This design comes from an exercise in tuning for small area and a short achievable clock period on the open sky130 flow, not from production work. The RTL was checked by simulation tests, not by an equivalence proof against the original design. Power is estimated from default activity; no workload was simulated.

==> job 7018: inputs <==
## buzzer
module buzzer(
        input baseClk,
        input [$clog2(1000000) - 1:0] freq,
        input rst,
        output buzz_clk
);
==> flow/config.mk <==
export PLATFORM = sky130hd
export DESIGN_NAME = buzzer
export DESIGN_NICKNAME = buzzer
export VERILOG_FILES = /design/flow/design.v
export SDC_FILE = /design/flow/constraint.sdc
export NUM_CORES = 4
export LEC_CHECK = 0
export CAP_MARGIN = 20
export CELL_PAD_IN_SITES_DETAIL_PLACEMENT = 1
export CELL_PAD_IN_SITES_GLOBAL_PLACEMENT = 1
export CORE_MARGIN = 2
export CORE_UTILIZATION = 30
export GPL_TIMING_DRIVEN = 0
export PLACE_DENSITY = 0.6
export SLEW_MARGIN = 20
export SYNTH_HIERARCHICAL = 1
export SYNTH_MINIMUM_KEEP_SIZE = 0
==> flow/constraint.sdc <==
create_clock -name core_clock -period 120.0 [get_ports {baseClk}]
set_input_delay 24.0000 -clock core_clock [delete_from_list [all_inputs] [get_ports {baseClk}]]
set_output_delay 24.0000 -clock core_clock [all_outputs]
set_load 0.01 [all_outputs]
standard.sh (not shown) runs the stock make flow with config.mk's settings and CLKGATE_MAP_FILE= SYNTH_SCRIPT=/design/flow/synth_recipe.tcl, a recipe that flattens the netlist after the stock synthesis.
==> flow/flow/run.sh <==
#!/bin/bash
# The standard layout (standard.sh), with plain port buffers in place of the
# default delay buffer; every port still gets its buffer.
set -euo pipefail
export BUFFER_PORTS_ARGS="-buffer_cell sky130_fd_sc_hd__buf_1"
bash standard.sh > standard.log 2>&1
==> inputs of job 3583, as changes to job 7018 <==
Settings changed: PLACE_DENSITY 0.6 to 0.45.
==> comparison table <==
|  | job 7018 | job 3583 |
|---|---|---|
| Fraction of final layout cells sized beyond drive strength 1 | 0.0190 | 0.0245 |
| Crit path max-delay cell type | a222oi_1 | and2_1 |
| Overall power of the completed layout | 65.1 uW | 66.0 uW |
| Iteration-0 DRC count of the detailed router | 1567 | 1353 |
| Fraction of area in registers | 0.0626 | 0.0631 |
| Cell-internal power | 31.2 uW | 31.3 uW |
| Growth of design area from synthesis to finish | 7.40% | 7.48% |
| Timing startpoint of the critical path | freq[1] | freq[3] |
| Final instance area | 8640 um2 | 8650 um2 |
| Pre-Repair DR Iteration Count | 17 | 12 |
| Layout fillers | 3031 | 3100 |
| Arrival time of data at the critical path endpoint | 29.57 ns | 29.78 ns |
| Vias after detailed routing | 7793 | 7930 |
| Global routing met2 resource utilization | 0.333 | 0.403 |
| Total length of routed wires | 28300 um | 32000 um |
| Wire length of the first global-routing pass | 46000 um | 51400 um |
| Leakage power | 2.54 nW | 2.54 nW |
| Power attributed to combinational cells | 47.0 uW | 48.0 uW |
| Status | complete, no violations | complete, no violations |
| Routed metal-1 wirelength | 12000 um | 13300 um |

---

==> 03-21 <==
Another version of the RTL of buzzer (not shown whole).
Settings: LEC_CHECK=0, CAP_MARGIN=20, CELL_PAD_IN_SITES_DETAIL_PLACEMENT=1, CELL_PAD_IN_SITES_GLOBAL_PLACEMENT=1, CORE_MARGIN=2, CORE_UTILIZATION=30, GPL_TIMING_DRIVEN=0, PLACE_DENSITY=0.45, SLEW_MARGIN=20, SYNTH_HIERARCHICAL=1, SYNTH_MINIMUM_KEEP_SIZE=0; clock period 120.0 ns.
Scripts as last shown in full above: flow/flow/run.sh
==> 05-12: changes against 03-21 <==
==> flow/run.sh (new file) <==
#!/bin/bash
# synth_recipe.tcl (not shown) runs the flow's synth.tcl, then flattens the netlist and writes it again
# the make line also repeats each setting of config.mk as NAME=value (left out here)
make -C /OpenROAD-flow-scripts/flow DESIGN_CONFIG=/design/flow/config.mk WORK_HOME=/design/flow/orfs CLKGATE_MAP_FILE= SYNTH_SCRIPT=/design/flow/synth_recipe.tcl finish
GPL_TIMING_DRIVEN = not set   (was 0)
removed: flow/flow/run.sh
removed: flow/standard.sh
==> summary.txt <==
Result of the run: 05-12 finished clean; 03-21 finished clean
Final Worst Setup Slack: 05-12 90.14 ns; 03-21 90.29 ns
Slew at the pin closest to its max-slew limit: 05-12 1.09 ns; 03-21 1.19 ns
Number of nets at the end of the flow: 05-12 1123; 03-21 1097
Highest clock rate: 05-12 0.0335 GHz; 03-21 0.0337 GHz
First-pass iteration count of the detailed router: 05-12 12; 03-21 13
Fin crit share: 05-12 0.249; 03-21 0.248
FF+latch area: 05-12 541 um2; 03-21 546 um2
Smallest hold slack: 05-12 0.653 ns; 03-21 0.685 ns
Weighted congestion at the end of routability-driven global placement: 05-12 0.845; 03-21 0.854
GR Layer Usage met1: 05-12 0.319; 03-21 0.303
Clock-pin slew reported for the worst setup and hold paths after clock tree synthesis: 05-12 0.08 ns; 03-21 0.07 ns
Longest individual stage delay on the worst path: 05-12 0.78 ns; 03-21 0.84 ns
Capture point of the worst reg-to-reg path: 05-12 freq_generator.m[0]$_DFF_P_; 03-21 freq_generator.outClk$_DFF_P_
Met3 global-route usage: 05-12 0.0212; 03-21 0.0228
Area added between synthesis and finish: 05-12 11.8%; 03-21 7.76%
Switching Power: 05-12 0.0000410 W; 03-21 0.0000372 W
Vias per std cell: 05-12 6.37; 03-21 6.34
Time the final worst path needs with I/O delays and setup: 05-12 29.86 ns; 03-21 29.71 ns
Combinational Power: 05-12 0.0000571 W; 03-21 0.0000520 W
Relative contribution of the clock network to total power: 05-12 0.113; 03-21 0.108
Place WS: 05-12 89.74 ns; 03-21 90.00 ns
Static Leak: 05-12 2.75 nW; 03-21 2.56 nW

---

==> build 76 <==
buzzer, a different RTL version from the one above (not shown whole).
Settings: LEC_CHECK=0, CAP_MARGIN=20, CELL_PAD_IN_SITES_DETAIL_PLACEMENT=1, CELL_PAD_IN_SITES_GLOBAL_PLACEMENT=1, CORE_MARGIN=2, CORE_UTILIZATION=50, GPL_TIMING_DRIVEN=0, PLACE_DENSITY=0.6, SLEW_MARGIN=20, SYNTH_HIERARCHICAL=1, SYNTH_MINIMUM_KEEP_SIZE=0; clock period 120.0 ns.
==> flow/flow/run.sh <==
#!/bin/bash
# The standard layout (standard.sh), with plain port buffers in place of the
# default delay buffer; every port still gets its buffer.
set -euo pipefail
export BUFFER_PORTS_ARGS="-buffer_cell sky130_fd_sc_hd__buf_1"
bash standard.sh > standard.log 2>&1
==> build 78: changes against build 76 <==
CORE_UTILIZATION = 30   (was 50)
==> run_results.csv <==
group,metric,value,unit
placed_design,gp_congestion,0.8236,
drt,m1WireLength,11690,um
floorplanning,die_y,167.5,um
final_layout,fin_area,8617,um^2
power_and_ir_drop,pwr-share-comb,72.2,%
sta,slew_headroom,23.45,%
status,status,"finished clean",
floorplanning,die_w,167.5,um
final_layout,area_growth,7.408,%
floorplanning,tap_cells,335,
global_route,grt_use_met2,33.56,%
global_route,grt_pass1_wl,45360,um
sta,min_period,29570,ps
power_and_ir_drop,power.internal,31.09,uW
worst_setup_path,crit_cells,18,
final_layout,final_cell_mix,"a222oi_1, fa_1, nor2_1, nand2_1, and2_1",
final_layout,seq-cell-share,6.273,%
# the run above: build 78

==> run_results.csv <==
group,metric,value,unit
sta,min_period,29590,ps
final_layout,seq-cell-share,6.391,%
placed_design,gp_congestion,0.9223,
final_layout,fin_area,8458,um^2
drt,m1WireLength,10690,um
sta,slew_headroom,20.96,%
sta,maxSlewViolCount,0,
global_route,grt_pass1_wl,45300,um
floorplanning,tap_cells,216,
power_and_ir_drop,maxPowerGroup,"combinational logic",
cts,ctsLongestPathBuffers,2,
worst_setup_path,crit_cells,17,
status,status,"finished clean",
global_route,grt_use_met2,58.46,%
power_and_ir_drop,pwr-share-comb,72.6,%
worst_setup_path,r2r_setup_slack,104630,ps
worst_setup_path,critPathLaunchType,"input port",
final_layout,final_cell_mix,"a222oi_1, fa_1, nor2_1, nand2_1, and2_1",
final_layout,area_growth,5.427,%
floorplanning,die_w,130.7,um
floorplanning,die_y,130.7,um
# the run above: build 76

what the ideal ports hide:
No port has a modelled driver above. Below, the same layouts with a new extraction and two added sets of constraints. Step 1 (the two cells are an assumption about what drives the block):
set clk [get_ports {baseClk}]
set_driving_cell -lib_cell sky130_fd_sc_hd__clkbuf_16 $clk
set_driving_cell -lib_cell sky130_fd_sc_hd__buf_2 [delete_from_list [all_inputs] $clk]
Step 2 adds t to the input delays and takes it off the output delays; t is the mean of the earliest and latest rising clock arrival at the registers after step 1. Input paths then give back, and output paths get back, about the clock's delay inside the block. Three values: ideal, step 1, step 2; two values: the first two.
run	shift t [ns]	slack for setup (ns)	hold WS [ns]
job 7018	0.296	90.554 / 90.565 / 90.268	0.692 / 0.692 / 0.692
job 3583	0.296	90.350 / 90.359 / 90.063	0.679 / 0.679 / 0.679
03-21	0.287	90.289 / 90.295 / 90.007	0.685 / 0.685 / 0.685
05-12	0.312	90.139 / 90.150 / 89.838	0.653 / 0.653 / 0.653
build 76	0.295	90.412 / 90.421 / 90.126	0.688 / 0.688 / 0.688
build 78	0.300	90.435 / 90.448 / 90.148	0.703 / 0.703 / 0.703
After both steps every run listed still meets setup and hold. For 05-12, which loses most, drivers alone change the setup slack by +0.011 ns; drivers and shift together by -0.301 ns.
